Source: an optimization exercise on an open RTL-to-GDS flow (aim: small area). Production flows keep margins and buffers that such runs may drop. Function was checked by simulation only, so behaviour that the tests miss may differ from the original. No driver is modelled on the clock port, so clocking that relies on it looks cheaper here than on a real chip. Power is estimated from default activity; no workload was simulated.

// Parking
module Parking(input CLK, Start, car_entered, is_uni_car_entered, car_exited, is_uni_car_exited,
        output reg [9:0] uni_parked_car, output reg [9:0] parked_car, output [9:0] uni_vacated_space, output [9:0] vacated_space,
        output uni_is_vacated_space, is_vacated_space, output overflow_uni, overflow, output reg rejected_uni, rejected, output [4:0] hour);
    wire first;
    TimeHandler th(CLK, Start, hour, first);
    wire h8    = hour[3] & ~hour[2] & ~hour[1] & ~hour[0];
    wire h13   = hour[3] &  hour[2] & ~hour[1] &  hour[0];
    wire h14   = hour[3] &  hour[2] &  hour[1] & ~hour[0];
    wire h15   = hour[3] &  hour[2] &  hour[1] &  hour[0];
    wire h16   = hour[4] & ~hour[2] & ~hour[1] & ~hour[0];
    wire h8_12 = hour[3] & ~(hour[2] & (hour[1] | hour[0]));
    wire h9_13 = hour[3] & (hour[2] ? ~hour[1] : (hour[1] | hour[0]));
    wire c200 = first ? h9_13 : h8_12;
    wire c250 = first ? h14 : h13;
    wire c300 = first ? h15 : h14;
    wire c350 = first ? h16 : h15;
    reg [9:0] cap, ucap;
    always @* begin
  ...
==> module Parking, before the edit <==
module Parking(input CLK, Start, car_entered, is_uni_car_entered, car_exited, is_uni_car_exited,
        output reg [9:0] uni_parked_car, output reg [9:0] parked_car, output [9:0] uni_vacated_space, output [9:0] vacated_space,
        output uni_is_vacated_space, is_vacated_space, output overflow_uni, overflow, output reg rejected_uni, rejected, output [4:0] hour);
    wire first;
    TimeHandler th(CLK, Start, hour, first);
    wire h8    = hour[3] & ~hour[2] & ~hour[1] & ~hour[0];
    wire h13   = hour[3] &  hour[2] & ~hour[1] &  hour[0];
    wire h14   = hour[3] &  hour[2] &  hour[1] & ~hour[0];
    wire h15   = hour[3] &  hour[2] &  hour[1] &  hour[0];
    wire h16   = hour[4] & ~hour[2] & ~hour[1] & ~hour[0];
    wire h8_12 = hour[3] & ~(hour[2] & (hour[1] | hour[0]));
    wire h9_13 = hour[3] & (hour[2] ? ~hour[1] : (hour[1] | hour[0]));
    wire c200 = first ? h9_13 : h8_12;
    wire c250 = first ? h14 : h13;
    wire c300 = first ? h15 : h14;
    wire c350 = first ? h16 : h15;
    reg [9:0] cap, ucap;
    always @* begin
        cap = 10'd500; ucap = 10'd200;
        if (c200) begin cap = 10'd200; ucap = 10'd500; end
        if (c250) begin cap = 10'd250; ucap = 10'd450; end
        if (c300) begin cap = 10'd300; ucap = 10'd400; end
        if (c350) begin cap = 10'd350; ucap = 10'd350; end
    end
    wire [10:0] kp, ku;
    assign kp[0] = 1'b1;
    assign ku[0] = 1'b1;
    genvar i;
    generate for (i = 0; i < 10; i = i + 1) begin : sub
        assign vacated_space[i] = cap[i] ^ ~parked_car[i] ^ kp[i];
        assign kp[i+1] = (cap[i] & ~parked_car[i]) | (cap[i] & kp[i]) | (~parked_car[i] & kp[i]);
        assign uni_vacated_space[i] = ucap[i] ^ ~uni_parked_car[i] ^ ku[i];
        assign ku[i+1] = (ucap[i] & ~uni_parked_car[i]) | (ucap[i] & ku[i]) | (~uni_parked_car[i] & ku[i]);
    end endgenerate
    assign is_vacated_space = |vacated_space;
    assign uni_is_vacated_space = |uni_vacated_space;
    wire ev8 = first & h8;
    wire ev13_15 = first & hour[3] & hour[2] & (hour[1] | hour[0]);
    wire ev16 = first & h16;
    reg [9:0] ucap_new;
    always @* begin
        ucap_new = 10'd200;
        if (h13) ucap_new = 10'd450;
        if (h14) ucap_new = 10'd400;
        if (h15) ucap_new = 10'd350;
    end
    wire [9:0] p = parked_car, uv = uni_vacated_space;
    wire p_gt200 = p[9] | p[8] | (p[7] & p[6] & (p[5] | p[4] | (p[3] & (p[2] | p[1] | p[0]))));
    wire p_ge200 = p[9] | p[8] | (p[7] & p[6] & (p[5] | p[4] | p[3]));
    wire uv_hi = uv[9] | uv[8] | uv[7] | uv[6];
    wire uv_ge50 = uv_hi | (uv[5] & uv[4] & (uv[3] | uv[2] | uv[1]));
    wire uv_gt50 = uv_hi | (uv[5] & uv[4] & (uv[3] | uv[2] | (uv[1] & uv[0])));
    wire uv_ge150 = uv[9] | uv[8] | (uv[7] & (uv[6] | uv[5] | (uv[4] & (uv[3] | (uv[2] & uv[1])))));
    wire uv_gt150 = uv[9] | uv[8] | (uv[7] & (uv[6] | uv[5] | (uv[4] & (uv[3] | (uv[2] & uv[1] & uv[0])))));
    wire ovf = ev8 & p_gt200;
    wire ovf_u = (ev13_15 & ~uv_ge50) | (ev16 & ~uv_ge150);
    wire free = ev8 ? ~p_ge200 : (ev13_15 | ev16) ? 1'b1 : is_vacated_space;
    wire ufree = ev8 ? 1'b1 : ev13_15 ? uv_gt50 : ev16 ? uv_gt150 : uni_is_vacated_space;
    wire req_p_in = car_entered & ~is_uni_car_entered;
    wire req_u_in = car_entered & is_uni_car_entered;
    wire req_p_out = ~car_entered & car_exited & ~is_uni_car_exited;
    wire req_u_out = ~car_entered & car_exited & is_uni_car_exited;
    wire p_up = req_p_in & free, p_dn = req_p_out;
    wire u_up = req_u_in & ufree, u_dn = req_u_out;
    wire [9:0] pc = parked_car;
    wire [9:0] uc = ovf_u ? ucap_new : uni_parked_car;
    wire [10:0] cp, cu;
    wire [9:0] p_nxt, u_nxt;
    assign p_nxt[0] = pc[0] ^ (p_up | p_dn);
    assign cp[1] = pc[0] & (p_up | p_dn);
    assign u_nxt[0] = uc[0] ^ (u_up | u_dn);
    assign cu[1] = uc[0] & (u_up | u_dn);
    generate for (i = 1; i < 10; i = i + 1) begin : cnt
        assign p_nxt[i] = pc[i] ^ p_dn ^ cp[i];
        assign cp[i+1] = (pc[i] & p_dn) | (pc[i] & cp[i]) | (p_dn & cp[i]);
        assign u_nxt[i] = uc[i] ^ u_dn ^ cu[i];
        assign cu[i+1] = (uc[i] & u_dn) | (uc[i] & cu[i]) | (u_dn & cu[i]);
    end endgenerate
    wire p_nz = cp[10], u_nz = cu[10];
    reg ovf_any;
    wire hour_is_8 = hour[3] & ~hour[2];
    assign overflow = ovf_any & hour_is_8;
    assign overflow_uni = ovf_any & ~hour_is_8;
    always @(posedge CLK) begin
        if (Start) begin
            parked_car <= 10'd0;
            uni_parked_car <= 10'd0;
            ovf_any <= 1'b0;
            rejected <= 1'b0;
            rejected_uni <= 1'b0;
        end else begin
            ovf_any <= ovf | ovf_u;
            parked_car <= ovf ? (req_p_out ? 10'd199 : 10'd200) : (p_dn & ~p_nz) ? 10'd0 : p_nxt;
            uni_parked_car <= (u_dn & ~u_nz) ? 10'd0 : u_nxt;
            if (req_p_in | req_p_out) rejected <= req_p_in ? ~free : ~p_nz;
            if (req_u_in | req_u_out) rejected_uni <= req_u_in ? ~ufree : ~u_nz;
        end
    end
endmodule
==> flow/config.mk <==
export PLATFORM = sky130hd
export DESIGN_NAME = Parking
export DESIGN_NICKNAME = Parking
export VERILOG_FILES = /design/flow/design.v
export SDC_FILE = /design/flow/constraint.sdc
export NUM_CORES = 4
export LEC_CHECK = 0
export CAP_MARGIN = 20
export CORE_MARGIN = 2
export CORE_UTILIZATION = 70
export SLEW_MARGIN = 20
==> flow/constraint.sdc <==
create_clock -name core_clock -period 25.0 [get_ports {CLK}]
set_input_delay 5.0000 -clock core_clock [delete_from_list [all_inputs] [get_ports {CLK}]]
set_output_delay 5.0000 -clock core_clock [all_outputs]
set_load 0.01 [all_outputs]
standard.sh (not shown) runs the stock make flow with config.mk's settings and CLKGATE_MAP_FILE= SYNTH_SCRIPT=/design/flow/synth_recipe.tcl, a recipe that flattens the netlist after the stock synthesis.
==> flow/flow/run.sh <==
#!/bin/bash
# Own layout flow: the standard flow, with three changes in how the layout is
# made:
#  - the combinational logic of the standard synthesis is re-mapped by ABC for
#    area (flip-flops, their names and cells unchanged; see resynth.tcl). ABC's
#    deepsyn is run with several seeds and the smallest netlist is kept;
#  - port buffers use the smallest buffer cell;
#  - clock tree built from small clock buffers (cts_args), without dummy loads;
#    a clock buffer whose flip-flops would see a slow clock edge is upsized
#    after CTS (cts_post.tcl).
# Each tool's output goes to a log file of its own in the work folder.
set -euo pipefail
W=$(pwd)
F=$W/flow
R=$W/orfs/results/$FLOW_PLATFORM/Parking/base
export BUFFER_PORTS_ARGS="-buffer_cell sky130_fd_sc_hd__buf_1"
if [[ -f $F/cts_args ]]; then export CTS_ARGS="$(cat $F/cts_args)"; fi
export POST_CTS_TCL=$F/cts_post.tcl

bash standard.sh synth > $W/log_1_synth.txt 2>&1
cp $R/1_2_yosys.v $W/synth_standard.v

export RS_LIB=$FLOW_HOME/platforms/$FLOW_PLATFORM/lib/sky130_fd_sc_hd__tt_025C_1v80.lib
export RS_IN=$W/synth_standard.v
regs() { grep -o 'dfxtp_1 [^ ]*' "$1" | sort; }
resynth() {
  local s=$1
  printf 'strash\n&get -n\n&deepsyn -T 90 -S %s\n&put\ndch -f\namap\n' $s > $W/resynth_s$s.abc
  RS_OUT=$W/synth_resynth_s$s.v RS_ABC=$W/resynth_s$s.abc \
    yosys -c $F/resynth.tcl > $W/log_2_resynth_s$s.txt 2>&1 || return 0
}
SEEDS="0 1 2 3 4 5 6 7"
for batch in "0 1 2 3" "4 5 6 7"; do
  for s in $batch; do resynth $s & done
  wait
done
best=""; best_area=""
for s in $SEEDS; do
  f=$W/synth_resynth_s$s.v
  [[ -f $f ]] || continue
  [[ "$(regs $f)" == "$(regs $W/synth_standard.v)" ]] || continue
  a=$(grep "Chip area" $W/log_2_resynth_s$s.txt | tail -1 | awk '{print $NF}')
  [[ -n "$a" ]] || continue
  if [[ -z "$best" ]] || awk "BEGIN{exit !($a < $best_area)}"; then best=$s; best_area=$a; fi
done
if [[ -n "$best" ]]; then
  cp $W/synth_resynth_s$best.v $R/1_2_yosys.v
  rm -f $R/1_synth.odb $R/1_synth.sdc
  echo "using the re-mapped netlist of seed $best, area $best_area" > $W/log_2_resynth.txt
else
  echo "re-mapping failed; using the standard netlist" > $W/log_2_resynth.txt
fi

bash standard.sh > $W/log_3_layout.txt 2>&1
Other scripts of this flow, unchanged in this note and not shown: flow/flow/cts_args, flow/flow/cts_post.tcl, flow/flow/resynth.tcl
The first run completed with no timing, DRC or antenna violations.
==> next run, changes <==
--- a/flow/design.v
+++ b/flow/design.v
@@ -67,10 +67,13 @@
     wire uv_gt50 = uv_hi | (uv[5] & uv[4] & (uv[3] | uv[2] | (uv[1] & uv[0])));
     wire uv_ge150 = uv[9] | uv[8] | (uv[7] & (uv[6] | uv[5] | (uv[4] & (uv[3] | (uv[2] & uv[1])))));
     wire uv_gt150 = uv[9] | uv[8] | (uv[7] & (uv[6] | uv[5] | (uv[4] & (uv[3] | (uv[2] & uv[1] & uv[0])))));
+    wire cut_p = ev8 & p_ge200;
     wire ovf = ev8 & p_gt200;
+    wire cut_u = (ev13_15 & ~uv_gt50) | (ev16 & ~uv_gt150);
     wire ovf_u = (ev13_15 & ~uv_ge50) | (ev16 & ~uv_ge150);
-    wire free = ev8 ? ~p_ge200 : (ev13_15 | ev16) ? 1'b1 : is_vacated_space;
-    wire ufree = ev8 ? 1'b1 : ev13_15 ? uv_gt50 : ev16 ? uv_gt150 : uni_is_vacated_space;
+    wire ev = ev8 | ev13_15 | ev16;
+    wire free = ev ? ~cut_p : is_vacated_space;
+    wire ufree = ev ? ~cut_u : uni_is_vacated_space;
     wire req_p_in = car_entered & ~is_uni_car_entered;
     wire req_u_in = car_entered & is_uni_car_entered;
     wire req_p_out = ~car_entered & car_exited & ~is_uni_car_exited;
@@ -78,7 +81,7 @@
     wire p_up = req_p_in & free, p_dn = req_p_out;
     wire u_up = req_u_in & ufree, u_dn = req_u_out;
     wire [9:0] pc = parked_car;
-    wire [9:0] uc = ovf_u ? ucap_new : uni_parked_car;
+    wire [9:0] uc = cut_u ? ucap_new : uni_parked_car;
     wire [10:0] cp, cu;
     wire [9:0] p_nxt, u_nxt;
     assign p_nxt[0] = pc[0] ^ (p_up | p_dn);
@@ -105,7 +108,7 @@
             rejected_uni <= 1'b0;
         end else begin
             ovf_any <= ovf | ovf_u;
-            parked_car <= ovf ? (req_p_out ? 10'd199 : 10'd200) : (p_dn & ~p_nz) ? 10'd0 : p_nxt;
+            parked_car <= cut_p ? (req_p_out ? 10'd199 : 10'd200) : (p_dn & ~p_nz) ? 10'd0 : p_nxt;
             uni_parked_car <= (u_dn & ~u_nz) ? 10'd0 : u_nxt;
             if (req_p_in | req_p_out) rejected <= req_p_in ? ~free : ~p_nz;
             if (req_u_in | req_u_out) rejected_uni <= req_u_in ? ~ufree : ~u_nz;
What happened:
- clock skew goes down by 6.1 ps
- area after synthesis stays flat
- routed wire length goes down by 4.0%
- total power goes up by 3.0%
- worst setup slack got worse by 870 ps
- cell count goes up by 1.1%
- worst hold slack improved by 25 ps
- design area goes up by 0.47%
- clock power goes down by 6.7%
- register-to-register slack got worse by 1700 ps
- maximum frequency goes down by 7.8%
- die area hardly moves

==> separate check: timing with driven ports <==
The flow's constraints put no driver on any port. The routed layouts listed below were extracted and timed again, unchanged, in two steps.
Step 1 sets driving cells, clkbuf_16 on the clock port and buf_2 on the other inputs (assumed; they add their load-dependent delay and slew).
Step 2 moves the port delays by t, midway between the first and last clock arrival at a register: inputs arrive t later, outputs are due t later. That takes back most of the time a late clock gives input paths.
a / b / c = ideal ports / drivers / drivers and shift; a / b = the first two.
run	shift t [ns]	setup WS [ns]	hold WS [ns]
the first run	0.366	14.687 / 14.663 / 15.029	0.401 / 0.401 / 0.401
the second run	0.360	13.816 / 13.792 / 14.152	0.426 / 0.426 / 0.426
After both steps every run listed still meets setup and hold.
